Source: an optimization exercise on an open RTL-to-GDS flow (aim: small area, a short achievable clock period and few clock cycles). Production flows keep margins and buffers that such runs may drop.
Where RTL was checked, it was by simulation tests only, not by an equivalence proof against the original.
Function not checked in runs 1 and 2: the RTL went through the layout flow alone.
No run shown here takes its clock network from TritonCTS; it comes from the design's own scripts or RTL.
The flow treats the clock pin as an ideal source. Dropping or thinning the clock tree relies on that and would not hold on a real chip.
No activity file was given, so power comes from the tool's default toggle rates.

`flow/design.v`:
```
module ULA (
    input clk,
    input reset,
    input [3:0] seletor,
    output saida,
    output [18:0] rom_addr,
    input [7:0] rom_data,
    output reg [18:0] ram_wraddr,
    output reg [7:0] ram_data,
    output reg ram_wren,
    output reg done
);
    assign saida = 1'b0;
    wire [5:0] sel = {seletor[3],
                      ~seletor[2] & seletor[1] & seletor[0],
                      ~seletor[2] & ~seletor[1] & seletor[0],
                      ~seletor[2] & ~seletor[0],
                      seletor[1],
                      seletor == 4'b0100};
    reg f4, is_avg, is_dec, is_rep, zm, is_cp;
    reg start;
    always @(posedge clk) {f4, is_avg, is_dec, is_rep, zm, is_cp} <= sel;
    always @(posedge clk or negedge reset) begin
        if (!reset) start <= 1'b1;
        else start <= (sel != {f4, is_avg, is_dec, is_rep, zm, is_cp});
    end
    wire valid = is_avg | is_dec | is_rep | is_cp;
    reg [1:0] c0, c1;
    reg [7:0] col;
    reg [6:0] r;
    reg run;
    wire [1:0] lim0 = is_rep ? {f4, 1'b1} : 2'd0;
    wire [1:0] lim2 = is_rep ? {f4, 1'b1} : 2'd0;
    wire e0 = is_avg ? (r[0] & (~f4 | r[1])) : (c0 == 2'd0);
    wire e2 = (c1 == 2'd0);
    wire ex = (col == (is_dec ? (f4 ? 8'd156 : 8'd158) : 8'd159));
    wire ey = (r == (is_dec ? (f4 ? 7'd116 : 7'd118) : 7'd119));
    wire last = e0 & ex & e2 & ey;
    wire blk_end = e0 & col[0] & (~f4 | col[1]);
    wire [2:0] step = is_dec ? {f4, ~f4, 1'b0} : 3'd1;
    wire [7:0] col_p = col + step;
    wire [6:0] r_p = r + step;
    wire [6:0] r_top = {r[6:2], r[1] & ~f4, 1'b0};
    always @(posedge clk) begin
        if (start) begin
            c0 <= lim0; c1 <= lim2; col <= 0; r <= 0;
        end else begin
            if (!e0) begin
                c0 <= c0 - 1'b1;
                if (is_avg) r <= r_p;
            end else begin
                c0 <= lim0;
                if (!ex) begin
                    col <= col_p;
                    if (is_avg) r <= r_top;
                end else begin
                    col <= 0;
                    if (!e2) c1 <= c1 - 1'b1;
                    else begin
                        c1 <= lim2;
                        r <= r_p;
                    end
                end
            end
        end
    end
    reg [9:0] rh;
    reg [4:0] rl;
    assign rom_addr = {4'b0, rh, rl};
    always @(posedge clk) begin
        rh <= {r, 2'b00} + r + col[7:5];
        rl <= col[4:0];
    end
    reg v0, q0, v1, q1, v2, q2, v3;
    always @(posedge clk) begin
        if (start) run <= valid;
        else if (last) run <= 1'b0;
        v0 <= run & ~start & (~is_avg | blk_end);
        q0 <= run & ~start;
        v1 <= v0 & ~start;
        q1 <= q0 & ~start;
        v2 <= v1 & ~start;
        q2 <= q1 & ~start;
        v3 <= v2 & ~start;
    end
    wire wr = is_avg ? v3 : v2;
    always @(posedge clk or negedge reset) begin
        if (!reset) begin
            ram_wren <= 1'b0; done <= 1'b0;
        end else begin
            ram_wren <= wr & ~start;
            done <= ~start & valid & ~run & ~v0 & ~v1 & ~v2 & ~v3;
        end
    end
    reg f1, f2;
    wire cy1 = wr & f1;
    wire cy2 = cy1 & f2;
    always @(posedge clk) begin
        if (start) begin
            ram_wraddr <= {19{1'b1}};
            f1 <= 1'b1; f2 <= 1'b1;
        end else begin
            ram_wraddr[5:0] <= ram_wraddr[5:0] + wr;
            ram_wraddr[11:6] <= ram_wraddr[11:6] + cy1;
            ram_wraddr[18:12] <= ram_wraddr[18:12] + cy2;
            f1 <= (ram_wraddr[5:0] == (wr ? 6'd62 : 6'd63));
            f2 <= (ram_wraddr[11:6] == (cy1 ? 6'd62 : 6'd63));
        end
    end
    reg [7:0] rd;
    reg [3:0] n0, n1, n2;
    reg k1, k2;
    wire [3:0] b0 = v3 ? 4'd0 : n0;
    wire [3:0] b1 = v3 ? 4'd0 : n1;
    wire [3:0] b2 = v3 ? 4'd0 : n2;
    wire ka = ~v3 & k1;
    wire kb = ~v3 & k2;
    wire [4:0] s0 = b0 + rd[3:0];
    wire [4:0] s1 = b1 + rd[7:4] + ka;
    wire [3:0] s2 = b2 + kb;
    wire [4:0] t1 = n1 + k1;
    wire [3:0] t2 = n2 + k2 + t1[4];
    always @(posedge clk) begin
        rd <= rom_data;
        if (q2) begin
            n0 <= s0[3:0]; n1 <= s1[3:0]; n2 <= s2; k1 <= s0[4]; k2 <= s1[4];
        end else begin
            n0 <= 4'd0; n1 <= 4'd0; n2 <= 4'd0; k1 <= 1'b0; k2 <= 1'b0;
        end
        if (!is_avg) ram_data <= rd;
        else ram_data <= f4 ? {t2, t1[3:0]} : {t2[1:0], t1[3:0], n0[3:2]};
    end
endmodule
```
`flow/flow/run.sh`:
```
#!/bin/bash
# Layout flow: the standard ORFS flow with three changes:
#  - synthesis maps adders through ABC like the rest of the logic instead of
#    extracting full/half adder cells first (ADDER_MAP_FILE empty);
#  - plain buf_2 cells as the port buffers instead of the delay buffers
#    buffer_ports picks by default;
#  - the clock tree is four clkbuf_16 cells driven by the clock port, each
#    driving the flip-flops nearest to it (flow/cts_hook.tcl replaces
#    TritonCTS's two-level H-tree).
set -euo pipefail
here=$(cd "$(dirname "$0")" && pwd)
CLKBUF_N=4 bash standard.sh \
  "ADDER_MAP_FILE=" \
  "BUFFER_PORTS_ARGS=-buffer_cell sky130_fd_sc_hd__buf_2" \
  "PRE_CTS_TCL=$here/cts_hook.tcl" \
  finish > orfs_make.log 2>&1
```
`flow/flow/cts_hook.tcl`:
```
# Clock buffering in place of TritonCTS's H-tree: the clock port drives
# CLKBUF_N clkbuf_16 cells (1, 2 or 4), each placed at the centre of the
# flip-flops it drives; the flip-flops are split between them by position.
proc clock_tree_synthesis { args } {
  set nbuf 1
  if { [info exists ::env(CLKBUF_N)] } { set nbuf $::env(CLKBUF_N) }
  set block [ord::get_db_block]
  set clk_net [$block findNet clk]
  set master [[ord::get_db] findMaster sky130_fd_sc_hd__clkbuf_16]
  set sinks {}
  foreach it [$clk_net getITerms] {
    set loc [[$it getInst] getLocation]
    lappend sinks [list $it [lindex $loc 0] [lindex $loc 1]]
  }
  # split into groups: by x, then each half by y
  set groups [list $sinks]
  set axis 1
  while { [llength $groups] < $nbuf } {
    set ng {}
    foreach g $groups {
      set s [lsort -integer -index $axis $g]
      set h [expr {[llength $s] / 2}]
      lappend ng [lrange $s 0 [expr {$h - 1}]] [lrange $s $h end]
    }
    set groups $ng
    set axis [expr {3 - $axis}]
  }
  set i 0
  foreach g $groups {
    set buf [odb::dbInst_create $block $master clkbuf_root_$i]
    set net [odb::dbNet_create $block clknet_root_$i]
    $net setSigType CLOCK
    set sx 0; set sy 0
    foreach s $g {
      set it [lindex $s 0]
      $it disconnect
      $it connect $net
      set sx [expr {$sx + [lindex $s 1]}]; set sy [expr {$sy + [lindex $s 2]}]
    }
    [$buf findITerm A] connect $clk_net
    [$buf findITerm X] connect $net
    set n [llength $g]
    $buf setLocation [expr {$sx / $n}] [expr {$sy / $n}]
    $buf setPlacementStatus PLACED
    puts "clock buffer clkbuf_root_$i drives $n sinks"
    incr i
  }
  $clk_net setSigType CLOCK
}
```
`flow/standard.sh`:
```
#!/bin/bash
# synth_recipe.tcl (not shown) runs the flow's synth.tcl, then flattens the netlist and writes it again
# the make line also repeats each setting of config.mk as NAME=value (left out here)
make -C /OpenROAD-flow-scripts/flow DESIGN_CONFIG=/design/flow/config.mk WORK_HOME=/design/flow/orfs CLKGATE_MAP_FILE= SYNTH_SCRIPT=/design/flow/synth_recipe.tcl "${@:-finish}"
```
`flow/config.mk`:
```
export PLATFORM = sky130hd
export DESIGN_NAME = ULA
export DESIGN_NICKNAME = ULA
export VERILOG_FILES = /design/flow/design.v
export SDC_FILE = /design/flow/constraint.sdc
export NUM_CORES = 4
export LEC_CHECK = 0
export ABC_AREA = 1
export CAP_MARGIN = 20
export CORE_MARGIN = 2
export CORE_UTILIZATION = 70
export PLACE_DENSITY = 0.85
export SETUP_SLACK_MARGIN = 4.2
export SLEW_MARGIN = 20
```
`flow/constraint.sdc`:
```
create_clock -name core_clock -period 6.0 [get_ports {clk}]
set_input_delay 1.2000 -clock core_clock [delete_from_list [all_inputs] [get_ports {clk}]]
set_output_delay 1.2000 -clock core_clock [all_outputs]
set_load 0.01 [all_outputs]
```
==> impl_metrics.toml, run 1 <==
[run_status]
status = "finished clean"

[global_routing]
grt_max_degree = 27
grt_pass1_wl_um = 16800
grt_usage_pct = 26.5
grt_pass1_vias = 3927
antenna_found_initial = 0
grt_overflow = 0

[floorplan]
core_area_um2 = 6420
start_util_pct = 73.6
rows = 29
die_h_um = 86.2
die_area_um2 = 7430
die_w_um = 86.2
ios = 63

[sta]
max_freq_mhz = 526
finalHoldViolations = 0
slew_violations = 0
rsz0062_at_grt = "yes"
relSlewSlack_pct = 65.3
setup_violations = 0
worst_slack_ns = 4.10
period_share_pct = 31.7
skew_ns = 0.0101
setup_tns_ns = 0
worst_slew_pin_slew_ns = 0.518
post-route-min-period_ns = 1.90

[cts]
clk_pin_slew_ns = 0.10
cts_hold_buffers = 0
clk-insertion-delay-late_ns = 0.16

[yosys]
synth_top_area_share_pct = 40.7
synth_top_flop_cell = "dfxtp_1"
synth_area_leaders = "dfxtp_1 41%, nand2_1 14%, inv_1 6.4%"
synth_cell_type_count = 54
syn-cell-area_um2 = 4730
synth_top_cell_by_area = "dfxtp_1"
synth-seq-cells = 102
synth_seq_area_share_pct = 44.2
yosys_warnings = 1
postSynthAreaPerCell_um2 = 7.23
async_flop_share_pct = 2.94
synth_edf_count = 3
synthCells = 654

[finish]
antenna_cells = 0
drive_gt1_share_pct = 23.1
area_delta_synth_final_pct = 18.1
seq_area_um2 = 2140
nFillCells = 370
finish.net_count = 736
layout_common_cells = "173 x nand2_1, 76 x inv_1, 67 x nor2_1, 59 x dfxtp_1, 42 x nand3_1"
fin_area_um2 = 5580
multi_input_area_um2 = 2210
final_common_cell = "nand2_1"
final_core_util_pct = 86.9

[hold_path]
min_from = "col[1]$_SDFFE_PP0P_"
hold_end = "rl[1]$_DFF_P_"
hold_depth = 0
hp-class = "reg2reg"

[run]
maxCapViolCount = 0

[critical_path]
r2r_start = "f4$_DFF_P_"
endpoint_kind = "output pin"
crit_chain = "buf_2"
worstRegToRegCells = 6
r2r_end = "run$_SDFFCE_PN0P_"
required_ns = 4.80
cp_num_buf_inv = 1
slowest_delay_ns = 0.40
startpoint_type = "flop"
worstSetupPathType = "reg2out"
path_max_fanout = 1
cpMaxStageDelayCell = "dfrtp_1"
crit_family = "flip-flops"
r2r_setup_slack_ns = 4.26
arrival_ns = 0.70

[routing]
wl_per_cell_um = 14.0
dr.pass1.iters = 5
route.detailed.drc = 0
vias = 4428
routed_wl_um = 11200
vias_per_cell = 5.56
drt_iter0_drc = 257
ant_nets = 0

[power_and_ir_drop]
p_leak_nw = 2.68
ir_drop_mv = 0.243
powerDensity_nw_per_um2 = 197

[placed_design]
io_buffers = 57
gp_congestion = 0.927
dpl_worst_slack_ns = 3.97
place_hpwl_um = 7170
post_dp_cell_area_um2 = 4990
[worst max-delay path by stage]
stage | start | to | slack [ns] | depth (start not counted)
6_report | done$_DFF_PN0_ | done | 4.10 | 1
5_1_grt | ram_wraddr[7]$_SDFF_PP1_ | ram_wraddr[7] | 4.07 | 1
4_1_cts | seletor[0] | start$_DFF_PN1_ | 4.03 | 6
3_5_place_dp | seletor[1] | start$_DFF_PN1_ | 3.97 | 6
3_3_place_gp | seletor[2] | start$_DFF_PN1_ | 4.04 | 5
2_1_floorplan | seletor[1] | start$_DFF_PN1_ | 4.21 | 5
[power by group]
part           leakage (nW)  internal [mW]  switching [mW]
Clock                0.0493          0.123           0.167
Combinational          1.78         0.0402          0.0590
Sequential            0.852          0.696          0.0147
[repair_timing]
action	4_1_cts	5_1_grt
setup buffers	2	20
pin swaps	3	4
gates resized for setup	11	79
endpoints found under the setup margin	24	70
gates cloned	1	0
[stage by stage]
stage | instances | hold slack (ns) | power, mW
6_report | 797 | 0.353 | 1.10
5_1_grt | 797 | 0.366 | 1.13
4_1_cts | 777 | 0.348 | 1.03
3_5_place_dp | 770 | 0.347 | 0.800
3_3_place_gp | 770 | 0.335 | 0.797
2_1_floorplan | 658 | 0.331 | 0.783
[synth_stat cells (4+ instances only)]
master	n
a21oi_1	33
buf_2	6
buf_4	6
clkbuf_1	6
dfxtp_1	96
inv_1	80
inv_2	11
nand2_1	174
nand3_1	42
nand4_1	7
nor2_1	67
nor3_1	8
nor4_1	4
o21ai_0	31
o21ai_1	7
o22ai_1	5
xnor2_1	5
xor2_1	11
[flip-flops by register name, indices dropped and copies added (netlist names), 2 cells and up]
signal and cells:
rd 8, ram_wraddr 19, c0 2, rh 10, n2 4, n1 4, r 7, col 8
rl 5, n0 4, ram_data 8, c1 2
[layout make-up]
type	instances	share of cell area, %
Timing Repair inverter	1	0.0896
Tap cell	77	1.73
Sequential cell	102	38.4
Timing Repair Buffer	79	11.9
Buffer	4	1.79
Inverter	92	6.48
Multi-Input combinational cell	442	39.6
[cells by family after synthesis]
family | after synthesis | share of synthesized area (%)
DFF | 102 | 44.2
xor gates and xnor gates | 17 | 3.31
other | 1 | 0.0793
AOI/OAI and AO/OA | 97 | 12.2
buffers and inverters | 114 | 10.2
and+or+nand+nor | 323 | 30.1
[routing by layer]
layer	vias up	GRT usage, %	part of all wire, %
met1	2055	32.5	40
met5	-	0	0
met4	0	4.69	2.5
met2	146	51.2	53
met3	31	1.90	3.9
li1	2196	-	-
==> run 2, diff against run 1 <==
--- a/flow/design.v
+++ b/flow/design.v
@@ -71,7 +71,7 @@
         rh <= {r, 2'b00} + r + col[7:5];
         rl <= col[4:0];
     end
-    reg v0, q0, v1, q1, v2, q2, v3;
+    reg v0, q0, v1, q1, v2;
     always @(posedge clk) begin
         if (start) run <= valid;
         else if (last) run <= 1'b0;
@@ -80,16 +80,14 @@
         v1 <= v0 & ~start;
         q1 <= q0 & ~start;
         v2 <= v1 & ~start;
-        q2 <= q1 & ~start;
-        v3 <= v2 & ~start;
     end
-    wire wr = is_avg ? v3 : v2;
+    wire wr = is_avg ? v2 : v1;
     always @(posedge clk or negedge reset) begin
         if (!reset) begin
             ram_wren <= 1'b0; done <= 1'b0;
         end else begin
             ram_wren <= wr & ~start;
-            done <= ~start & valid & ~run & ~v0 & ~v1 & ~v2 & ~v3;
+            done <= ~start & valid & ~run & ~v0 & ~v1 & ~v2;
         end
     end
     reg f1, f2;
@@ -107,27 +105,25 @@
             f2 <= (ram_wraddr[11:6] == (cy1 ? 6'd62 : 6'd63));
         end
     end
-    reg [7:0] rd;
     reg [3:0] n0, n1, n2;
     reg k1, k2;
-    wire [3:0] b0 = v3 ? 4'd0 : n0;
-    wire [3:0] b1 = v3 ? 4'd0 : n1;
-    wire [3:0] b2 = v3 ? 4'd0 : n2;
-    wire ka = ~v3 & k1;
-    wire kb = ~v3 & k2;
-    wire [4:0] s0 = b0 + rd[3:0];
-    wire [4:0] s1 = b1 + rd[7:4] + ka;
+    wire [3:0] b0 = v2 ? 4'd0 : n0;
+    wire [3:0] b1 = v2 ? 4'd0 : n1;
+    wire [3:0] b2 = v2 ? 4'd0 : n2;
+    wire ka = ~v2 & k1;
+    wire kb = ~v2 & k2;
+    wire [4:0] s0 = b0 + rom_data[3:0];
+    wire [4:0] s1 = b1 + rom_data[7:4] + ka;
     wire [3:0] s2 = b2 + kb;
     wire [4:0] t1 = n1 + k1;
     wire [3:0] t2 = n2 + k2 + t1[4];
     always @(posedge clk) begin
-        rd <= rom_data;
-        if (q2) begin
+        if (q1) begin
             n0 <= s0[3:0]; n1 <= s1[3:0]; n2 <= s2; k1 <= s0[4]; k2 <= s1[4];
         end else begin
             n0 <= 4'd0; n1 <= 4'd0; n2 <= 4'd0; k1 <= 1'b0; k2 <= 1'b0;
         end
-        if (!is_avg) ram_data <= rd;
+        if (!is_avg) ram_data <= rom_data;
         else ram_data <= f4 ? {t2, t1[3:0]} : {t2[1:0], t1[3:0], n0[3:2]};
     end
 endmodule
--- a/flow/config.mk
+++ b/flow/config.mk
@@ -8,7 +8,7 @@
 export ABC_AREA = 1
 export CAP_MARGIN = 20
 export CORE_MARGIN = 2
-export CORE_UTILIZATION = 70
-export PLACE_DENSITY = 0.85
-export SETUP_SLACK_MARGIN = 4.2
+export CORE_UTILIZATION = 40
+export PLACE_DENSITY = 0.6
+export SETUP_SLACK_MARGIN = 4.1
 export SLEW_MARGIN = 20
==> run 2 against run 1 <==
Compared with the run above: still clean; clock skew decreased by 0.0046 ns; first-iteration DRC count decreased by 19%; routed wire length decreased by 13%; via count decreased by 8.5%; sequential power decreased by 9.2%; fmax decreased by 3.6%; synthesized cell count decreased by 4.7%; critical path type is now in2reg; largest cell class unchanged.
==> impl_metrics.toml, run 2 <==
[sta]
period_share_pct = 32.8
slew_violations = 0
post-route-min-period_ns = 1.97
setup_violations = 0
skew_ns = 0.00546
worst_slack_ns = 4.03
relSlewSlack_pct = 65.5
worst_slew_pin_slew_ns = 0.518
max_freq_mhz = 508
hold_ws_ns = 0.398
setup_tns_ns = 0
finalHoldViolations = 0
rsz0062_at_grt = "yes"

[global_routing]
grt_pass1_wl_um = 16400
grt_max_degree = 24
grt_usage_pct = 16.2
grt_pass1_vias = 3728
antenna_found_initial = 0
grt_overflow = 0

[finish]
fin_area_um2 = 5240
reg_top3 = "ram_wraddr x19, rh x10"
drive_gt1_share_pct = 23.5
antenna_cells = 0
nFillCells = 1115
finish.net_count = 700
largest_register_ff_count = 19
final_cells = 824
top_register = "ram_wraddr"
final_common_cell = "nand2_1"
area_delta_synth_final_pct = 17.4
layout_common_cells = "156 x nand2_1, 71 x dfxtp_1, 69 x inv_1, 56 x nor2_1, 50 x buf_2"

[placed_design]
gp_congestion = 0.810
dpl_worst_slack_ns = 3.79
post_dp_cell_area_um2 = 4840
place_hpwl_um = 6990
dp.cells = 803
io_buffers = 57

[routing]
wl_per_cell_um = 11.7
ant_nets = 0
drt_iter0_drc = 207
route.detailed.drc = 0
dr.pass1.iters = 5
vias_per_cell = 4.92
vias = 4051
routed_wl_um = 9660

[yosys]
postSynthAreaPerCell_um2 = 7.16
synth-seq-cells = 92
synth_edf_count = 3
synthCells = 623
synth_top_area_share_pct = 38.6
synthTopCellsByCount = "164 x nand2_1, 86 x dfxtp_1, 76 x inv_1, 57 x nor2_1"
synth_top_cell_by_area = "dfxtp_1"
synth_cell_type_count = 50
syn-cell-area_um2 = 4460
synth_seq_area_share_pct = 42.3
yosys_warnings = 1
synth_area_leaders = "dfxtp_1 39%, nand2_1 14%, inv_1 6.4%"
synth_top_flop_cell = "dfxtp_1"
synth_most_common_cell = "nand2_1"
async_flop_share_pct = 3.26

[floorplan]
ios = 63
die_w_um = 110
die_h_um = 110
start_util_pct = 41.1
rows = 38
core_area_um2 = 10800
die_area_um2 = 12000

[critical_path]
r2r_end = "r[2]$_SDFFE_PP0P_"
endpoint_kind = "flop"
startpoint_type = "primary input"
worstRegToRegCells = 11
r2r_setup_slack_ns = 4.24
r2r_start = "f4$_DFF_P_"
required_ns = 6.06
arrival_ns = 2.03
worstSetupPathType = "in2reg"
path_max_fanout = 3

[hold_path]
hp-class = "reg2reg"
min_from = "col[4]$_SDFFE_PP0P_"
hold_end = "rl[4]$_DFF_P_"
hold_depth = 0

[cts]
cts_hold_buffers = 0
clk_pin_slew_ns = 0.09
clk-insertion-delay-late_ns = 0.16

[power_and_ir_drop]
powerDensity_nw_per_um2 = 197
p_leak_nw = 2.38
ir_drop_mv = 0.131

[run]
maxCapViolCount = 0

[run_status]
status = "finished clean"
run 2: changes by cell type after synthesis, sizes merged, moves of 2 or more:
cell | previous run | this run
dfxtp | 96 | 86
inv | 91 | 83
nand3 | 46 | 39
nand4 | 7 | 12
nor2 | 71 | 67
xor2 | 12 | 15
a31oi | 1 | 3
nand3b | 4 | 2
o21a | 2 | 0
o22ai | 5 | 3
run 2: where the power goes:
part	internal [mW]	switching, mW
Clock	0.122	0.159
Sequential	0.629	0.0160
Combinational	0.0405	0.0639
run 2: cell families after synthesis:
group / Yosys count / share of synthesized area (%)
buffers and inverters: 105 / 9.90
XOR/XNOR: 19 / 3.73
flip-flops: 92 / 42.3
AND/OR/NAND/NOR: 312 / 31.9
AO/OA/AOI/OAI: 94 / 12.0
other: 1 / 0.0841
run 2: routing by layer:
metal  part of all wire (%)  vias up  GRT usage, %
met1                     46     1854          21.7
met5                      0        -             0
li1                       -     2114             -
met4                    1.8        0          2.80
met2                     48       72          29.1
met3                    3.8       11          1.07
run 2: final cells by class:
type,count,area (um2),share of cell area [%]
tap,140,175,3.34
buffer,4,100,1.91
multi-input combinational,430,2240,42.8
timing repair buffer,73,457,8.72
inverter,84,344,6.57
sequential,92,1910,36.5
timing repair inverter,1,7.51,0.143
run 2: worst max-delay path by stage:
stage / slack (ns) / endpoint / startpoint
floorplan: 4.04 / n1[3]$_SDFF_PN0_ / rom_data[4]
global placement: 3.82 / n1[3]$_SDFF_PN0_ / rom_data[4]
detailed placement: 3.79 / k2$_SDFF_PN0_ / rom_data[4]
CTS: 3.83 / n1[3]$_SDFF_PN0_ / rom_data[4]
global route: 4.00 / n1[3]$_SDFF_PN0_ / rom_data[4]
finish: 4.03 / n1[3]$_SDFF_PN0_ / rom_data[4]
run 2: timing repair:
item                                    4_1_cts  5_1_grt
pin swaps                                    16        9
endpoints found under the setup margin       27       42
gates cloned                                  1        0
setup buffers                                 8        8
resized for setup                            32       30
run 2: per-stage QoR:
step                      power (mW)  utilization [%]
after floorplan                0.723                -
after global placement         0.746             44.6
after detailed placement       0.749             44.6
after CTS                      0.972             47.1
after global routing            1.07             48.3
final                           1.03             48.3
run 2: critical path, stage by stage:
cell	delay (ns)
buf_8	0.10
nand3_4	0.09
nand2_4	0.07
o21ai_4	0.13
nand2_1	0.08
nand2_2	0.08
nand2_2	0.05
nand2_2	0.07
nand2_2	0.06
nand2_1	0.05
nor2_1	0.04
==> run 3, diff against run 2 <==
--- a/flow/design.v
+++ b/flow/design.v
@@ -105,25 +105,29 @@
             f2 <= (ram_wraddr[11:6] == (cy1 ? 6'd62 : 6'd63));
         end
     end
-    reg [3:0] n0, n1, n2;
-    reg k1, k2;
-    wire [3:0] b0 = v2 ? 4'd0 : n0;
-    wire [3:0] b1 = v2 ? 4'd0 : n1;
-    wire [3:0] b2 = v2 ? 4'd0 : n2;
-    wire ka = ~v2 & k1;
-    wire kb = ~v2 & k2;
-    wire [4:0] s0 = b0 + rom_data[3:0];
-    wire [4:0] s1 = b1 + rom_data[7:4] + ka;
-    wire [3:0] s2 = b2 + kb;
-    wire [4:0] t1 = n1 + k1;
-    wire [3:0] t2 = n2 + k2 + t1[4];
+    reg [1:0] g0, g1, g2, g3;
+    reg [3:0] g4;
+    reg k1, k2, k3, k4;
+    wire [1:0] h0 = v2 ? 2'd0 : g0;
+    wire [1:0] h1 = v2 ? 2'd0 : g1;
+    wire [1:0] h2 = v2 ? 2'd0 : g2;
+    wire [1:0] h3 = v2 ? 2'd0 : g3;
+    wire [3:0] h4 = v2 ? 4'd0 : g4;
+    wire [2:0] s0 = h0 + rom_data[1:0];
+    wire [2:0] s1 = h1 + rom_data[3:2] + (~v2 & k1);
+    wire [2:0] s2 = h2 + rom_data[5:4] + (~v2 & k2);
+    wire [2:0] s3 = h3 + rom_data[7:6] + (~v2 & k3);
+    wire [3:0] s4 = h4 + (~v2 & k4);
+    wire [11:0] tot = {g4, g3, g2, g1, g0} + {3'd0, k4, 1'b0, k3, 1'b0, k2, 1'b0, k1, 2'b0};
     always @(posedge clk) begin
         if (q1) begin
-            n0 <= s0[3:0]; n1 <= s1[3:0]; n2 <= s2; k1 <= s0[4]; k2 <= s1[4];
+            g0 <= s0[1:0]; g1 <= s1[1:0]; g2 <= s2[1:0]; g3 <= s3[1:0]; g4 <= s4;
+            k1 <= s0[2]; k2 <= s1[2]; k3 <= s2[2]; k4 <= s3[2];
         end else begin
-            n0 <= 4'd0; n1 <= 4'd0; n2 <= 4'd0; k1 <= 1'b0; k2 <= 1'b0;
+            g0 <= 2'd0; g1 <= 2'd0; g2 <= 2'd0; g3 <= 2'd0; g4 <= 4'd0;
+            k1 <= 1'b0; k2 <= 1'b0; k3 <= 1'b0; k4 <= 1'b0;
         end
         if (!is_avg) ram_data <= rom_data;
-        else ram_data <= f4 ? {t2, t1[3:0]} : {t2[1:0], t1[3:0], n0[3:2]};
+        else ram_data <= f4 ? tot[11:4] : tot[9:2];
     end
 endmodule
--- a/flow/config.mk
+++ b/flow/config.mk
@@ -8,7 +8,7 @@
 export ABC_AREA = 1
 export CAP_MARGIN = 20
 export CORE_MARGIN = 2
-export CORE_UTILIZATION = 40
-export PLACE_DENSITY = 0.6
+export CORE_UTILIZATION = 75
+export PLACE_DENSITY = 0.88
 export SETUP_SLACK_MARGIN = 4.1
 export SLEW_MARGIN = 20
==> run 3 against run 2 <==
Compared with the run above: still clean; clock power about the same; routed wire length up 13%; via count grew 10%; design area shrank 1.7%; first-iteration DRC count grew 33%; flip-flop and latch count up 2; register-to-register slack lost 0.12 ns; die area is 44% lower; largest power group unchanged.
==> impl_metrics.toml, run 3 <==
[finish]
layout_common_cells = "170 x nand2_1, 75 x inv_1, 73 x dfxtp_1, 56 x nor2_1, 55 x nand3_1"
fin_area_um2 = 5150
seq_area_um2 = 1950
largest_register_ff_count = 19
reg_top3 = "ram_wraddr x19, rh x10"
multi_input_area_um2 = 2270
drive_gt1_share_pct = 19.1
finish.net_count = 716
nFillCells = 339
antenna_cells = 0
final_common_cell = "nand2_1"
top_register = "ram_wraddr"
area_delta_synth_final_pct = 11.9

[sta]
setup_tns_ns = 0
setup_violations = 0
max_freq_mhz = 533
hold_ws_ns = 0.407
rsz0062_at_grt = "no"
slew_violations = 0
post-route-min-period_ns = 1.88
skew_ns = 0.00518
period_share_pct = 31.3
finalHoldViolations = 0

[global_routing]
grt_pass1_wl_um = 17700
grt_max_degree = 27
grt_pass1_vias = 4272
grt_usage_pct = 32.3
antenna_found_initial = 0
grt_overflow = 0

[yosys]
yosys_warnings = 1
synth_top_cell_by_area = "dfxtp_1"
synthTopCellsByCount = "172 x nand2_1, 88 x dfxtp_1, 79 x inv_1, 56 x nand3_1, 56 x nor2_1"
synth_top_flop_cell = "dfxtp_1"
synth-seq-cells = 94
synth_most_common_cell = "nand2_1"
synth-compound-area-share_pct = 10.4
postSynthAreaPerCell_um2 = 7.10
synthXorXnorAreaFrac_pct = 5.30
synth-simple-area-share_pct = 32.3
synth_top_family_by_area = "simple AND/OR/NAND/NOR gates"
synth_top_area_share_pct = 38.3
synth_mux_area_share_pct = 0
syn-cell-area_um2 = 4600
async_flop_share_pct = 3.19
synth_area_leaders = "dfxtp_1 38%, nand2_1 14%, inv_1 6.4%"
synthCells = 648
synth_edf_count = 3
synth_seq_area_share_pct = 41.9
synth_cell_type_count = 45
synthAdderAreaFrac_pct = 0

[routing]
wl_per_cell_um = 14.1
drt_iter0_drc = 276
ant_nets = 0
vias = 4466
dr.pass1.iters = 6
vias_per_cell = 5.76
route.detailed.drc = 0
routed_wl_um = 10900

[power_and_ir_drop]
ir_drop_mv = 0.222
switching_power_mw = 0.230
p_leak_nw = 2.41
p_int_mw = 0.793
swShare_pct = 22.5
seqPwrFrac_pct = 63.9
pwr-share-clk_pct = 27.6
powerDensity_nw_per_um2 = 199
comb_power_share_pct = 8.5

[hold_path]
min_from = "col[4]$_SDFFE_PP0P_"
hp-class = "reg2reg"
hold_end = "rl[4]$_DFF_P_"
hold_depth = 0

[floorplan]
ios = 63
rows = 28
start_util_pct = 77.7
die_w_um = 82.3
core_area_um2 = 5920
die_h_um = 82.3
die_area_um2 = 6780

[critical_path]
crit_chain = "nand2_1 -> nand2_1 -> nand3_1 -> a21oi_2 -> nand3_1 -> o21ai_0 -> a21oi_1"
startpoint_type = "flop"
path_max_fanout = 11
slowest_delay_ns = 0.62
worstSetupPathType = "reg2reg"
endpoint_kind = "flop"
arrival_ns = 1.92
required_ns = 6.05
r2r_start = "is_dec$_DFF_P_"
cpMaxStageDelayCell = "dfxtp_1"
r2r_end = "col[6]$_SDFFE_PP0P_"
r2r_setup_slack_ns = 4.12
worstRegToRegCells = 7

[placed_design]
place_hpwl_um = 7400
io_buffers = 57
post_dp_cell_area_um2 = 4870
gp_congestion = 0.964

[cts]
cts_hold_buffers = 0
clk-insertion-delay-late_ns = 0.16
clk_pin_slew_ns = 0.09

[run_status]
status = "finished clean"

[run]
maxCapViolCount = 0
[run 3: changes by cell type in the layout (fill, tap and decap cells not counted), sizes merged, moves of 5 or more]
cell,previous run,this run
buf,73,62
nand2,176,181
nor2,67,62
inv,82,89
a21oi,36,31
xor2,15,23
nand3,39,59
[run 3: worst max-delay path, delay by kind of cell (launching register included)]
family / cells / cell delay [ns]
AO/OA/AOI/OAI: 3 / 0.51
flip-flops: 1 / 0.62
AND/OR/NAND/NOR: 4 / 0.63
[run 3: cells by family (layout without fill, tap and decap cells)]
logic type	after synthesis	count (layout)
other cells	1	5
xor+xnor	27	27
compound gates	84	84
flops	94	94
simple gates	334	334
buf+inv	108	156
[run 3: stage by stage]
step	setup slack [ns]	cells	power (mW)	util [%]
finish	4.12	775	1.02	86.9
global route	4.08	775	1.05	86.9
CTS	4.05	775	0.968	86.5
detailed placement	3.85	766	0.743	82.3
global placement	3.92	766	0.740	82.3
floorplan	4.15	652	0.722	-
[run 3: how the worst max path moves through the flow]
stage	startpoint	endpoint	slack (ns)	depth (start not counted)
3_3_place_gp	start$_DFF_PN1_	c1[1]$_DFFE_PP_	3.92	4
6_report	is_dec$_DFF_P_	col[6]$_SDFFE_PP0P_	4.12	7
2_1_floorplan	rom_data[4]	g2[1]$_SDFF_PN0_	4.15	4
5_1_grt	rom_data[2]	g1[1]$_SDFF_PN0_	4.08	9
4_1_cts	rom_data[4]	g2[1]$_SDFF_PN0_	4.05	5
3_5_place_dp	start$_DFF_PN1_	c1[1]$_DFFE_PP_	3.85	4
[run 3: per-layer routing]
layer	share of wire [%]	vias to the layer above	track usage (%)
li1	-	2172	-
met4	3.2	0	10.8
met1	37	2011	37.2
met2	51	245	61.5
met3	8.5	38	3.37
met5	0	-	0
[run 3: power by group through the flow]
stage	combinational (mW)	clock, mW	sequential (mW)
after floorplan	0.0593	0	0.663
after global placement	0.0725	0	0.667
after detailed placement	0.0750	0	0.668
after CTS	0.0841	0.215	0.669
after global routing	0.0953	0.302	0.656
final	0.0868	0.282	0.654
[run 3: final cells by class]
cell class                      count  area share, %
Tap cell                           75           1.82
Timing Repair Buffer               62           7.20
Sequential cell                    94           38.0
Buffer                              4           1.95
Multi-Input combinational cell    450           44.1
Inverter                           90           6.98
[run 3: repair_timing]
item                                    in CTS  in global routing
endpoints found under the setup margin      29                 17
endpoints found under the hold margin        0                  0
buffers inserted                             5                  0
gates resized for setup                     38                 17
pin swaps                                    9                  0
Testbench counts of run 3, summed over its fixed seeds: cycles 2,494,959.
==> run 4, diff against run 3 <==
--- a/flow/config.mk
+++ b/flow/config.mk
@@ -8,7 +8,7 @@
 export ABC_AREA = 1
 export CAP_MARGIN = 20
 export CORE_MARGIN = 2
-export CORE_UTILIZATION = 75
-export PLACE_DENSITY = 0.88
+export CORE_UTILIZATION = 40
+export PLACE_DENSITY = 0.6
 export SETUP_SLACK_MARGIN = 4.1
 export SLEW_MARGIN = 20
==> run 4 against run 3 <==
Compared with the run above: still clean; fmax down 1.7%; synthesized cell count is the same; critical path depth fell by 6; synthesized area unchanged; routed wire length decreased by 9.5%; via count shrank 8.6%; hold slack better by 0.0050 ns; setup slack worse by 0.032 ns; clock power shrank 1%; final cell count increased by 9.0%; largest power group unchanged.
==> impl_metrics.toml, run 4 <==
[placed_design]
post_dp_cell_area_um2 = 4960
gp_congestion = 0.863
io_buffers = 57
place_hpwl_um = 7370

[floorplan]
die_h_um = 111
core_area_um2 = 11300
die_w_um = 111
ios = 63
start_util_pct = 40.6
die_area_um2 = 12400
rows = 39

[power_and_ir_drop]
seqPwrFrac_pct = 64.4
powerDensity_nw_per_um2 = 194
ir_drop_mv = 0.123
swShare_pct = 21.8
comb_power_share_pct = 8.2
p_int_mw = 0.794
pwr-share-clk_pct = 27.4
switching_power_mw = 0.222
p_leak_nw = 2.41

[global_routing]
grt_pass1_vias = 3829
grt_max_degree = 27
grt_usage_pct = 15.8
grt_pass1_wl_um = 17100
grt_overflow = 0
antenna_found_initial = 0

[critical_path]
r2r_start = "f4$_DFF_P_"
arrival_ns = 0.71
r2r_end = "r[2]$_SDFFE_PP0P_"
path_max_fanout = 1
r2r_setup_slack_ns = 4.29
worstSetupPathType = "reg2out"
required_ns = 4.80
worstRegToRegCells = 11
crit_family = "flip-flops"
cp_num_buf_inv = 1
critical_path_depth = 1
cpMaxStageDelayCell = "dfrtp_1"
slowest_delay_ns = 0.42
crit_chain = "buf_6"
startpoint_type = "flop"
endpoint_kind = "output pin"

[hold_path]
hold_end = "rl[4]$_DFF_P_"
hp-class = "reg2reg"
min_from = "col[4]$_SDFFE_PP0P_"
hold_depth = 0

[yosys]
postSynthAreaPerCell_um2 = 7.10
synth_most_common_cell = "nand2_1"
synth_top_area_share_pct = 38.3
synthTopCellsByCount = "172 x nand2_1, 88 x dfxtp_1, 79 x inv_1, 56 x nand3_1, 56 x nor2_1"
synth_seq_area_share_pct = 41.9
synth_edf_count = 3
synthCells = 648
synth_top_cell_by_area = "dfxtp_1"
async_flop_share_pct = 3.19
yosys_warnings = 1
syn-cell-area_um2 = 4600
synth_top_flop_cell = "dfxtp_1"
synth-seq-cells = 94
synth_area_leaders = "dfxtp_1 38%, nand2_1 14%, inv_1 6.4%"
synth_cell_type_count = 45

[sta]
setup_violations = 0
finalHoldViolations = 0
post-route-min-period_ns = 1.91
max_freq_mhz = 524
rsz0062_at_grt = "yes"
skew_ns = 0.00511
slew_violations = 0
setup_tns_ns = 0
period_share_pct = 31.8

[run_status]
status = "finished clean"

[routing]
dr.pass1.iters = 4
routed_wl_um = 9870
drt_iter0_drc = 151
route.detailed.drc = 0
vias = 4084
vias_per_cell = 4.83
ant_nets = 0
wl_per_cell_um = 11.7

[cts]
clk-insertion-delay-late_ns = 0.16
clk_pin_slew_ns = 0.09
cts_hold_buffers = 0

[finish]
reg_top3 = "ram_wraddr x19, rh x10"
final_common_cell = "nand2_1"
drive_gt1_share_pct = 19.9
antenna_cells = 0
layout_common_cells = "169 x nand2_1, 74 x inv_1, 71 x dfxtp_1, 56 x nor2_1, 55 x nand3_1"
area_delta_synth_final_pct = 13.9
largest_register_ff_count = 19
top_register = "ram_wraddr"
fin_area_um2 = 5240
finish.net_count = 718

[run]
maxCapViolCount = 0
## run 4: cell count changes in the layout (fill, tap and decap cells not counted), sizes merged
cell,delta
buf,+2
## run 4: worst max-delay path by stage
stage | endpoint | from | slack (ns)
4_1_cts | start$_DFF_PN1_ | seletor[2] | 3.97
5_1_grt | done | done$_DFF_PN0_ | 4.07
3_5_place_dp | c1[1]$_DFFE_PP_ | start$_DFF_PN1_ | 3.81
3_3_place_gp | c1[1]$_DFFE_PP_ | start$_DFF_PN1_ | 3.85
6_report | done | done$_DFF_PN0_ | 4.09
2_1_floorplan | g2[1]$_SDFF_PN0_ | rom_data[4] | 4.15
## run 4: repair_timing
item,CTS,global route
endpoints found under the setup margin,30,27
cloned,0,0
pin swaps,10,2
buffers inserted,7,0
resized for setup,32,20
## run 4: layout make-up
class                      instances  area, um2
multi-input combinational        450       2270
fill                            1174       6080
timing repair buffer              64        389
sequential                        94       1950
buffer                             4        100
tap                              143        179
inverter                          90        349
## run 4: power by group through the flow
stage                     registers [mW]  logic (mW)  clock network, mW
after floorplan                    0.663      0.0593                  0
after global placement             0.668      0.0740                  0
after detailed placement           0.668      0.0751                  0
after CTS                          0.669      0.0831              0.215
after global routing               0.657      0.0941              0.318
final                              0.654      0.0834              0.278
## run 4: logic make-up after synthesis
kind of cell,after synthesis,share of synthesized area (%)
other cells,1,0.0815
compound gates,84,10.4
simple gates,334,32.3
flops,94,41.9
buf+inv,108,10.1
xor+xnor,27,5.30
## run 4: worst reg2reg max path: stages (launching register included)
cell,delay (ns)
dfxtp_2,0.56
inv_4,0.14
o21ai_2,0.13
nand2_1,0.09
nand2_4,0.11
inv_4,0.07
nand2_2,0.08
nand2_2,0.07
nor2_4,0.16
nand2_1,0.07
o21ai_0,0.07
nor2_1,0.05
## run 4: layer usage
layer  up-vias  global-route usage [%]  routed length (um)
li1       2166                       -                   -
met1      1831                    20.9                4560
met2        77                    29.0                4800
met3        10                   0.656                 377
met4         0                    2.55                 131
met5         -                       0                   0
## run 4: stage by stage
stage	std cells	util (%)	power (mW)	setup slack (ns)	hold slack (ns)
finish	845	46.3	1.02	4.09	0.412
global route	845	46.3	1.07	4.07	0.431
CTS	845	46.0	0.967	3.97	0.403
detailed placement	834	43.8	0.743	3.81	0.403
global placement	834	43.8	0.742	3.85	0.396
floorplan	652	-	0.722	4.15	0.376
==> run 5, diff against run 4 <==
--- a/flow/config.mk
+++ b/flow/config.mk
@@ -8,7 +8,7 @@
 export ABC_AREA = 1
 export CAP_MARGIN = 20
 export CORE_MARGIN = 2
-export CORE_UTILIZATION = 40
-export PLACE_DENSITY = 0.6
+export CORE_UTILIZATION = 60
+export PLACE_DENSITY = 0.75
 export SETUP_SLACK_MARGIN = 4.1
 export SLEW_MARGIN = 20
==> run 5 against run 4 <==
Compared with the run above: still clean on timing, DRC and antenna; core utilization is 24 points higher; critical path depth stayed put; die area is 32% lower; routed wire length is 2.9% lower; synthesized area stayed put; clock power hardly changed; flip-flop and latch count stayed put; global-route usage is 7.5 points higher; register-to-register slack better by 0.03 ns.
==> impl_metrics.toml, run 5 <==
[floorplan]
die_w_um = 91.6
die_area_um2 = 8380
rows = 31
die_h_um = 91.6
core_area_um2 = 7330
ios = 63
start_util_pct = 62.8

[finish]
antenna_cells = 0
largest_register_ff_count = 19
top_register = "ram_wraddr"
final_cells = 798
layout_common_cells = "169 x nand2_1, 74 x inv_1, 74 x dfxtp_1, 56 x nor2_1, 55 x nand3_1"
finish.net_count = 715
final_common_cell = "nand2_1"
drive_gt1_share_pct = 19.2
area_delta_synth_final_pct = 12.1
reg_top3 = "ram_wraddr x19, rh x10"

[critical_path]
cpMaxStageDelayCell = "dfxtp_2"
startpoint = "ram_wraddr[6]$_SDFF_PP1_"
crit_family = "flip-flops"
r2r_setup_slack_ns = 4.32
path_max_fanout = 5
crit_chain = "buf_2"
cp-endpoint = "ram_wraddr[6]"
required_ns = 4.80
worstSetupPathType = "reg2out"
worstRegToRegCells = 7
arrival_ns = 0.68
endpoint_kind = "output pin"
r2r_end = "ram_wraddr[18]$_SDFF_PP1_"
cp_num_buf_inv = 1
slowest_delay_ns = 0.39
r2r_start = "is_avg$_DFF_P_"
critical_path_depth = 1
startpoint_type = "flop"

[sta]
period_share_pct = 31.4
post-route-min-period_ns = 1.88
setup_tns_ns = 0
hold_ws_ns = 0.411
finalHoldViolations = 0
slew_violations = 0
skew_ns = 0.0116
setup_violations = 0
max_freq_mhz = 531
rsz0062_at_grt = "yes"

[power_and_ir_drop]
finalPower_mw = 1.01
powerDensity_nw_per_um2 = 196
p_leak_nw = 2.40
ir_drop_mv = 0.211

[yosys]
synth_area_leaders = "dfxtp_1 38%, nand2_1 14%, inv_1 6.4%"
synth_edf_count = 3
postSynthAreaPerCell_um2 = 7.10
yosys_warnings = 1
synth_top_cell_by_area = "dfxtp_1"
synth_most_common_cell = "nand2_1"
synth-seq-cells = 94
synth_top_area_share_pct = 38.3
synth_seq_area_share_pct = 41.9
synth_top_flop_cell = "dfxtp_1"
synthCells = 648
synth_cell_type_count = 45
synthTopCellsByCount = "172 x nand2_1, 88 x dfxtp_1, 79 x inv_1, 56 x nand3_1, 56 x nor2_1"
async_flop_share_pct = 3.19
syn-cell-area_um2 = 4600

[routing]
wl_per_cell_um = 12.0
dr.pass1.iters = 5
vias_per_cell = 5.24
drt_iter0_drc = 295
vias = 4185
routed_wl_um = 9590
route.detailed.drc = 0
ant_nets = 0

[global_routing]
grt_pass1_wl_um = 17000
grt_usage_pct = 23.3
grt_max_degree = 27
antenna_found_initial = 0
grt_overflow = 0
grt_pass1_vias = 3950

[placed_design]
gp_congestion = 0.925
place_hpwl_um = 7120
io_buffers = 57
dp.cells = 790

[run]
maxCapViolCount = 0

[cts]
clk_pin_slew_ns = 0.09
cts_hold_buffers = 0
clk-insertion-delay-late_ns = 0.16

[hold_path]
hold_depth = 0
hp-class = "reg2reg"

[run_status]
status = "finished clean"
## run 5: stage by stage
step	cell area, um2	utilization (%)	worst slack [ns]
after floorplan	4620	-	4.15
after global placement	4900	66.9	3.94
after detailed placement	4900	66.9	3.90
after CTS	5140	70.1	4.04
after global routing	5160	70.3	4.08
final	5160	70.3	4.12
## run 5: power by group
group	leakage, nW	switching (mW)	internal [mW]
Clock	0.0493	0.155	0.122
Combinational	1.56	0.0519	0.0298
Sequential	0.783	0.0129	0.641
Total	2.40	0.220	0.793
## run 5: timing repair
item,4_1_cts,5_1_grt
setup endpoints to repair,22,18
pin swaps,9,0
setup buffers,4,0
resized for setup,34,14
## run 5: worst min-delay path by stage
stage                                    from             to  slack, ns
final                     col[4]$_SDFFE_PP0P_  rl[4]$_DFF_P_       0.41
after global routing      col[4]$_SDFFE_PP0P_  rl[4]$_DFF_P_       0.42
after CTS                 col[4]$_SDFFE_PP0P_  rl[4]$_DFF_P_       0.40
after detailed placement  col[4]$_SDFFE_PP0P_  rl[4]$_DFF_P_       0.40
after global placement    col[4]$_SDFFE_PP0P_  rl[4]$_DFF_P_       0.39
after floorplan           col[4]$_SDFFE_PP0P_  rl[4]$_DFF_P_       0.38
## run 5: layout make-up
cell class / count / area (um2)
Buffer: 4 / 100
Fill cell: 609 / 2170
Inverter: 90 / 352
Multi-Input combinational cell: 450 / 2280
Sequential cell: 94 / 1950
Tap cell: 99 / 124
Timing Repair Buffer: 61 / 357
## run 5: logic make-up (layout without fill, tap and decap cells)
| logic type | Yosys count | count (layout) | synth area share, % |
|---|---|---|---|
| AND/OR/NAND/NOR | 334 | 334 | 32.3 |
| AO/OA/AOI/OAI | 84 | 84 | 10.4 |
| buffers and inverters | 108 | 155 | 10.1 |
| other | 1 | 5 | 0.0815 |
| flip-flops | 94 | 94 | 41.9 |
| XOR/XNOR | 27 | 27 | 5.30 |
## run 5: per-layer routing
layer  up-vias  wire length [um]  track usage, %  part of all wire [%]
li1       2158                 -               -                     -
met1      1886              4600            32.4                    48
met2       134              4360            40.7                    45
met3         7               552            1.58                   5.8
met4         0                77            2.90                  0.80
met5         -                 0               0                     0
==> run 6, diff against run 5 <==
--- a/flow/design.v
+++ b/flow/design.v
@@ -105,27 +105,26 @@
             f2 <= (ram_wraddr[11:6] == (cy1 ? 6'd62 : 6'd63));
         end
     end
-    reg [1:0] g0, g1, g2, g3;
-    reg [3:0] g4;
-    reg k1, k2, k3, k4;
-    wire [1:0] h0 = v2 ? 2'd0 : g0;
-    wire [1:0] h1 = v2 ? 2'd0 : g1;
+    reg [2:0] g0, g1;
+    reg [1:0] g2;
+    reg [3:0] g3;
+    reg k1, k2, k3;
+    wire [2:0] h0 = v2 ? 3'd0 : g0;
+    wire [2:0] h1 = v2 ? 3'd0 : g1;
     wire [1:0] h2 = v2 ? 2'd0 : g2;
-    wire [1:0] h3 = v2 ? 2'd0 : g3;
-    wire [3:0] h4 = v2 ? 4'd0 : g4;
-    wire [2:0] s0 = h0 + rom_data[1:0];
-    wire [2:0] s1 = h1 + rom_data[3:2] + (~v2 & k1);
-    wire [2:0] s2 = h2 + rom_data[5:4] + (~v2 & k2);
-    wire [2:0] s3 = h3 + rom_data[7:6] + (~v2 & k3);
-    wire [3:0] s4 = h4 + (~v2 & k4);
-    wire [11:0] tot = {g4, g3, g2, g1, g0} + {3'd0, k4, 1'b0, k3, 1'b0, k2, 1'b0, k1, 2'b0};
+    wire [3:0] h3 = v2 ? 4'd0 : g3;
+    wire [3:0] s0 = h0 + rom_data[2:0];
+    wire [3:0] s1 = h1 + rom_data[5:3] + (~v2 & k1);
+    wire [2:0] s2 = h2 + rom_data[7:6] + (~v2 & k2);
+    wire [3:0] s3 = h3 + (~v2 & k3);
+    wire [11:0] tot = {g3, g2, g1, g0} + {3'd0, k3, 1'b0, k2, 2'b0, k1, 3'b0};
     always @(posedge clk) begin
         if (q1) begin
-            g0 <= s0[1:0]; g1 <= s1[1:0]; g2 <= s2[1:0]; g3 <= s3[1:0]; g4 <= s4;
-            k1 <= s0[2]; k2 <= s1[2]; k3 <= s2[2]; k4 <= s3[2];
+            g0 <= s0[2:0]; g1 <= s1[2:0]; g2 <= s2[1:0]; g3 <= s3;
+            k1 <= s0[3]; k2 <= s1[3]; k3 <= s2[2];
         end else begin
-            g0 <= 2'd0; g1 <= 2'd0; g2 <= 2'd0; g3 <= 2'd0; g4 <= 4'd0;
-            k1 <= 1'b0; k2 <= 1'b0; k3 <= 1'b0; k4 <= 1'b0;
+            g0 <= 3'd0; g1 <= 3'd0; g2 <= 2'd0; g3 <= 4'd0;
+            k1 <= 1'b0; k2 <= 1'b0; k3 <= 1'b0;
         end
         if (!is_avg) ram_data <= rom_data;
         else ram_data <= f4 ? tot[11:4] : tot[9:2];
==> run 6 against run 5 <==
Compared with the run above: still clean; critical path depth stayed put; fmax grew 0.64%; clock skew is 0.00067 ns higher; sequential share of layout area increased by 0.13 points; hold slack got worse by 0.025 ns; sequential power down 0.9%; die area fell by 2.4%; critical path type unchanged; critical endpoint is now ram_wren; largest power group unchanged.
==> impl_metrics.toml, run 6 <==
[sta]
period_share_pct = 31.2
slew_violations = 0
setup_violations = 0
skew_ns = 0.0122
setup_tns_ns = 0
worst_slack_ns = 4.13
relSlewSlack_pct = 65.2
finalHoldViolations = 0
worst_slew_pin_slew_ns = 0.522
max_freq_mhz = 534
rsz0062_at_grt = "yes"
post-route-min-period_ns = 1.87

[critical_path]
r2r_setup_slack_ns = 4.16
arrival_ns = 0.67
cpMaxStageDelayCell = "dfrtp_1"
worstRegToRegCells = 8
r2r_end = "run$_SDFFCE_PN0P_"
crit_family = "flip-flops"
endpoint_kind = "output pin"
path_max_fanout = 1
startpoint_type = "flop"
required_ns = 4.80
r2r_start = "is_dec$_DFF_P_"
worstSetupPathType = "reg2out"
slowest_delay_ns = 0.38
crit_chain = "buf_2"
cp_num_buf_inv = 1

[placed_design]
place_hpwl_um = 7050
gp_congestion = 0.919
io_buffers = 57
dpl_worst_slack_ns = 3.50

[finish]
final_common_cell = "nand2_1"
drive_gt1_share_pct = 19.4
antenna_cells = 0
area_delta_synth_final_pct = 13.7
layout_common_cells = "162 x nand2_1, 74 x inv_1, 73 x dfxtp_1, 53 x buf_2, 51 x nor2_1"
top_register = "ram_wraddr"
finish.net_count = 701
largest_register_ff_count = 19
reg_top3 = "ram_wraddr x19, rh x10"

[yosys]
synthTopCellsByCount = "169 x nand2_1, 87 x dfxtp_1, 80 x inv_1, 53 x nand3_1, 51 x nor2_1"
synth_cell_type_count = 45
synthAdderAreaFrac_pct = 0
synth_top_flop_cell = "dfxtp_1"
synth_mux_area_share_pct = 0
synthCells = 634
synth_seq_area_share_pct = 42.6
synth_most_common_cell = "nand2_1"
synth-simple-area-share_pct = 31.4
synth_edf_count = 3
async_flop_share_pct = 3.23
synth_top_cell_by_area = "dfxtp_1"
postSynthAreaPerCell_um2 = 7.07
syn-cell-area_um2 = 4480
synth-seq-cells = 93
synth_top_area_share_pct = 38.9
synth-compound-area-share_pct = 11.9
synth_top_family_by_area = "simple AND/OR/NAND/NOR gates"
synthXorXnorAreaFrac_pct = 4.27
synth_area_leaders = "dfxtp_1 39%, nand2_1 14%, inv_1 6.7%"
yosys_warnings = 1

[global_routing]
grt_pass1_wl_um = 16200
grt_max_degree = 29
grt_pass1_vias = 3840
grt_overflow = 0
antenna_found_initial = 0
grt_usage_pct = 22.9

[hold_path]
min_from = "col[4]$_SDFFE_PP0P_"
hold_depth = 0
hp-class = "reg2reg"
hold_end = "rl[4]$_DFF_P_"

[floorplan]
die_w_um = 90.4
core_area_um2 = 7250
start_util_pct = 61.8
rows = 31
die_area_um2 = 8180
ios = 63
die_h_um = 90.4

[routing]
route.detailed.drc = 0
vias_per_cell = 5.20
drt_iter0_drc = 177
wl_per_cell_um = 12.2
vias = 4079
ant_nets = 0
dr.pass1.iters = 4
routed_wl_um = 9560

[run_status]
status = "finished clean"

[power_and_ir_drop]
finalPower_mw = 1.01
p_leak_nw = 2.32
powerDensity_nw_per_um2 = 199
ir_drop_mv = 0.201

[run]
maxCapViolCount = 0

[cts]
cts_hold_buffers = 0
clk-insertion-delay-late_ns = 0.16
clk_pin_slew_ns = 0.09
run 6: changes by cell type in the layout (fill, tap and decap cells not counted), sizes merged, moves of 5 or more:
| cell | previous run | this run |
|---|---|---|
| inv | 89 | 82 |
| o21ai | 38 | 43 |
| nor2 | 62 | 57 |
| nand3 | 59 | 53 |
| xor2 | 23 | 13 |
run 6: worst max-delay path by stage:
stage | start | end | slack (ns) | depth (start not counted)
5_1_grt | is_avg$_DFF_P_ | ram_wraddr[18]$_SDFF_PP1_ | 4.04 | 9
3_3_place_gp | start$_DFF_PN1_ | run$_SDFFCE_PN0P_ | 3.57 | 4
4_1_cts | rom_data[3] | k2$_SDFF_PN0_ | 3.96 | 8
2_1_floorplan | rom_data[3] | g1[2]$_SDFF_PN0_ | 4.11 | 7
3_5_place_dp | start$_DFF_PN1_ | run$_SDFFCE_PN0P_ | 3.50 | 4
6_report | ram_wren$_DFF_PN0_ | ram_wren | 4.13 | 1
run 6: where the power goes:
group          switching (mW)  total, mW  internal (mW)
Combinational          0.0552     0.0865         0.0313
Sequential             0.0133      0.648          0.635
Clock                   0.156      0.278          0.122
Total                   0.225       1.01          0.788
run 6: per-layer routing:
| layer | part of all wire [%] | track usage (%) | routed length [um] | vias up |
|---|---|---|---|---|
| li1 | - | - | - | 2129 |
| met1 | 43 | 28.2 | 4100 | 1864 |
| met5 | 0 | 0 | 0 | - |
| met3 | 4.2 | 2.17 | 401 | 9 |
| met2 | 52 | 43.7 | 4930 | 77 |
| met4 | 1.3 | 3.72 | 124 | 0 |
run 6: what timing repair did:
action | CTS | global route
cloned | 0 | 0
setup endpoints to repair | 33 | 36
pin swaps | 9 | 9
setup buffers | 2 | 4
gates resized for setup | 33 | 30
run 6: through the flow:
stage / area, um2 / instances / util, % / hold WS (ns)
2_1_floorplan: 4500 / 638 / - / 0.351
3_3_place_gp: 4790 / 774 / 66.0 / 0.363
3_5_place_dp: 4790 / 774 / 66.0 / 0.366
4_1_cts: 5000 / 780 / 68.9 / 0.367
5_1_grt: 5100 / 784 / 70.3 / 0.391
6_report: 5100 / 784 / 70.3 / 0.386
run 6: cell families (layout without fill, tap and decap cells):
group / Yosys count / after routing
compound gates: 94 / 94
xor+xnor: 21 / 21
buf+inv: 105 / 152
flops: 93 / 93
other cells: 1 / 5
simple gates: 320 / 320
run 6: area by class of cell:
| class | instances | area, um2 |
|---|---|---|
| multi-input cells | 440 | 2240 |
| fillers | 595 | 2160 |
| flip-flops and latches | 93 | 1930 |
| repair buffers | 63 | 367 |
| inverters | 85 | 335 |
| well taps | 99 | 124 |
| plain buffers | 4 | 100 |
Testbench counts of run 6, summed over its fixed seeds: cycles 2,494,959.
==> run 7, diff against run 6 <==
--- a/flow/design.v
+++ b/flow/design.v
@@ -90,19 +90,16 @@
             done <= ~start & valid & ~run & ~v0 & ~v1 & ~v2;
         end
     end
-    reg f1, f2;
+    reg f1;
     wire cy1 = wr & f1;
-    wire cy2 = cy1 & f2;
     always @(posedge clk) begin
         if (start) begin
             ram_wraddr <= {19{1'b1}};
-            f1 <= 1'b1; f2 <= 1'b1;
+            f1 <= 1'b1;
         end else begin
-            ram_wraddr[5:0] <= ram_wraddr[5:0] + wr;
-            ram_wraddr[11:6] <= ram_wraddr[11:6] + cy1;
-            ram_wraddr[18:12] <= ram_wraddr[18:12] + cy2;
-            f1 <= (ram_wraddr[5:0] == (wr ? 6'd62 : 6'd63));
-            f2 <= (ram_wraddr[11:6] == (cy1 ? 6'd62 : 6'd63));
+            ram_wraddr[9:0] <= ram_wraddr[9:0] + wr;
+            ram_wraddr[18:10] <= ram_wraddr[18:10] + cy1;
+            f1 <= (ram_wraddr[9:0] == (wr ? 10'd1022 : 10'd1023));
         end
     end
     reg [2:0] g0, g1;
==> run 7 against run 6 <==
Compared with the run above: setup slack worse by 0.00090 ns; synthesized area is 0.75% lower; combinational power is 3.0% lower; routed wire length is 0.27% higher; largest cell class unchanged; largest power group unchanged; highest routed layer unchanged.
==> impl_metrics.toml, run 7 <==
[yosys]
synth_top_flop_cell = "dfxtp_1"
yosys_warnings = 1
synthTopCellsByCount = "161 x nand2_1, 86 x dfxtp_1, 83 x inv_1, 63 x nor2_1, 54 x nand3_1"
synthCells = 632
synth_most_common_cell = "nand2_1"
syn-cell-area_um2 = 4450
synth_top_cell_by_area = "dfxtp_1"
synth_top_area_share_pct = 38.7
synth_seq_area_share_pct = 42.4
async_flop_share_pct = 3.26
postSynthAreaPerCell_um2 = 7.04
synth_edf_count = 3
synth_cell_type_count = 42
synth-seq-cells = 92
synth_area_leaders = "dfxtp_1 39%, nand2_1 14%, inv_1 7.0%"

[power_and_ir_drop]
switching_power_mw = 0.221
finalPower_mw = 1.00
ir_drop_mv = 0.193
p_int_mw = 0.780
p_leak_nw = 2.38
seqPwrFrac_pct = 64.0
powerDensity_nw_per_um2 = 198
comb_power_share_pct = 8.4
swShare_pct = 22.1
pwr-share-clk_pct = 27.6

[finish]
area_delta_synth_final_pct = 13.9
finish.net_count = 703
top_register = "ram_wraddr"
largest_register_ff_count = 19
antenna_cells = 0
drive_gt1_share_pct = 19.5
layout_common_cells = "157 x nand2_1, 78 x inv_1, 69 x dfxtp_1, 63 x nor2_1, 52 x nand3_1"
final_common_cell = "nand2_1"
reg_top3 = "ram_wraddr x19, rh x10"

[sta]
worst_slack_ns = 4.13
period_share_pct = 31.2
rsz0062_at_grt = "no"
worst_slew_pin_slew_ns = 0.537
relSlewSlack_pct = 64.0
skew_ns = 0.00807
finalHoldViolations = 0
setup_violations = 0
setup_tns_ns = 0
slew_violations = 0
post-route-min-period_ns = 1.87
max_freq_mhz = 534

[run_status]
status = "finished clean"

[routing]
vias = 4093
route.detailed.drc = 0
wl_per_cell_um = 12.2
vias_per_cell = 5.21
routed_wl_um = 9590
dr.pass1.iters = 4
ant_nets = 0
drt_iter0_drc = 226

[global_routing]
grt_pass1_wl_um = 16100
grt_max_degree = 24
grt_overflow = 0
antenna_found_initial = 0
grt_pass1_vias = 3695
grt_usage_pct = 22.7

[critical_path]
startpoint_type = "flop"
cp_num_buf_inv = 1
path_max_fanout = 3
cpMaxStageDelayCell = "dfxtp_2"
crit_chain = "buf_2"
endpoint_kind = "output pin"
worstSetupPathType = "reg2out"
arrival_ns = 0.67
slowest_delay_ns = 0.38
crit_family = "flip-flops"
required_ns = 4.80

[floorplan]
die_w_um = 90.1
die_area_um2 = 8120
core_area_um2 = 7210
start_util_pct = 61.7
ios = 63
rows = 31
die_h_um = 90.1

[placed_design]
dpl_worst_slack_ns = 3.85
io_buffers = 57
gp_congestion = 0.996
place_hpwl_um = 6950

[cts]
clk-insertion-delay-late_ns = 0.16
clk_pin_slew_ns = 0.09

[run]
maxCapViolCount = 0

[hold_path]
hp-class = "reg2reg"
-- run 7: cell count changes in the layout (fill, tap and decap cells not counted), moves of 3 or more --
cell and delta:
a21oi_1 -3, dfxtp_1 -4, dfxtp_2 +3, inv_1 +4, inv_4 +3, nand2_1 -5, nor2_1 +12, o21ai_1 -3
or2_2 -3, xnor2_1 -3
-- run 7: layer usage --
metal / vias to the layer above / share of wire (%) / track usage (%)
li1: 2126 / - / -
met1: 1865 / 47 / 30.1
met2: 92 / 48 / 42.4
met3: 10 / 3.9 / 1.17
met4: 0 / 1.3 / 2.56
met5: - / 0 / 0
-- run 7: cell type report --
| type | instances | area [um2] |
|---|---|---|
| flip-flops and latches | 92 | 1910 |
| repair buffers | 63 | 372 |
| fillers | 650 | 2150 |
| inverters | 89 | 348 |
| multi-input cells | 438 | 2210 |
| plain buffers | 4 | 100 |
| repair inverters | 1 | 5.00 |
| well taps | 99 | 124 |
-- run 7: power groups by stage --
stage                     registers, mW  clock network (mW)  logic [mW]
after global placement            0.654                   0      0.0715
after global routing              0.643               0.303      0.0928
after CTS                         0.655               0.213      0.0800
final                             0.641               0.276      0.0839
after detailed placement          0.654                   0      0.0729
after floorplan                   0.650                   0      0.0559
-- run 7: through the flow --
| stage | cell area [um2] | std cells | hold slack, ns | util [%] |
|---|---|---|---|---|
| after global routing | 5070 | 786 | 0.386 | 70.2 |
| after detailed placement | 4760 | 775 | 0.364 | 66.0 |
| after CTS | 5000 | 782 | 0.366 | 69.3 |
| after floorplan | 4460 | 636 | 0.351 | - |
| after global placement | 4760 | 775 | 0.367 | 66.0 |
| final | 5070 | 786 | 0.379 | 70.2 |
-- run 7: logic make-up after synthesis --
logic type,synth area share (%)
simple gates,32.8
buf+inv,10.0
flops,42.4
compound gates,11.0
xor+xnor,3.74
other cells,0.0843
-- run 7: final timing paths --
path                            slack (ns)                  end                      start  cells past startpoint
worst max-delay path                  4.13       ram_wraddr[11]  ram_wraddr[11]$_SDFF_PP1_                      1
worst min-delay path                  0.38        rl[1]$_DFF_P_        col[1]$_SDFFE_PP0P_                      0
worst max register to register        4.30  col[6]$_SDFFE_PP0P_                 f4$_DFF_P_                     11
worst min register to register        0.38        rl[1]$_DFF_P_        col[1]$_SDFFE_PP0P_                      0
max in group asynchronous             4.97      start$_DFF_PN1_                      reset                      1
min in group asynchronous             0.83       done$_DFF_PN0_                      reset                      1
-- run 7: repair_timing --
action / 4_1_cts / 5_1_grt
hold buffers: 0 / 0
setup buffers: 2 / 4
pin swaps: 10 / 2
gates resized for setup: 37 / 22
cloned: 1 / 0
endpoints found under the setup margin: 22 / 30
Testbench counts of run 7, summed over its fixed seeds: cycles 2,494,959.

==> afterwards: timing with drivers on the ports <==
Ports are ideal in the flow. The routed layouts listed here were re-timed in OpenROAD.
Step 1, drivers: a clkbuf_16 drives clk and a buf_2 each remaining input, both assumed.
Step 2 adds t to the input delays and takes it off the output delays; t is the mean of the earliest and latest rising clock arrival at the registers after step 1. Input paths then give back, and output paths get back, about the clock's delay inside the block.
Three values: no drivers, after step 1, after step 2; two values: the first two.
run | t (ns) | setup slack, ns | latest minus earliest clock arrival (ns) | cell pins on the clock port's net
run 1 | 0.240 | 4.101 / 4.017 / 3.970 | 0.012 / 0.011 | 4
run 2 | 0.236 | 4.030 / 4.048 / 3.832 | 0.006 / 0.006 | 4
run 3 | 0.235 | 4.125 / 4.042 / 3.954 | 0.007 / 0.007 | 4
run 4 | 0.232 | 4.092 / 4.013 / 3.987 | 0.006 / 0.005 | 4
run 5 | 0.235 | 4.115 / 4.033 / 4.027 | 0.012 / 0.012 | 4
run 6 | 0.228 | 4.127 / 4.050 / 3.937 | 0.013 / 0.013 | 4
run 7 | 0.227 | 4.126 / 4.050 / 3.940 | 0.008 / 0.008 | 4
After both steps every run listed still meets setup and hold. The setup slack of run 2, which loses most, moves by +0.018 ns with the drivers and by -0.198 ns with both steps.
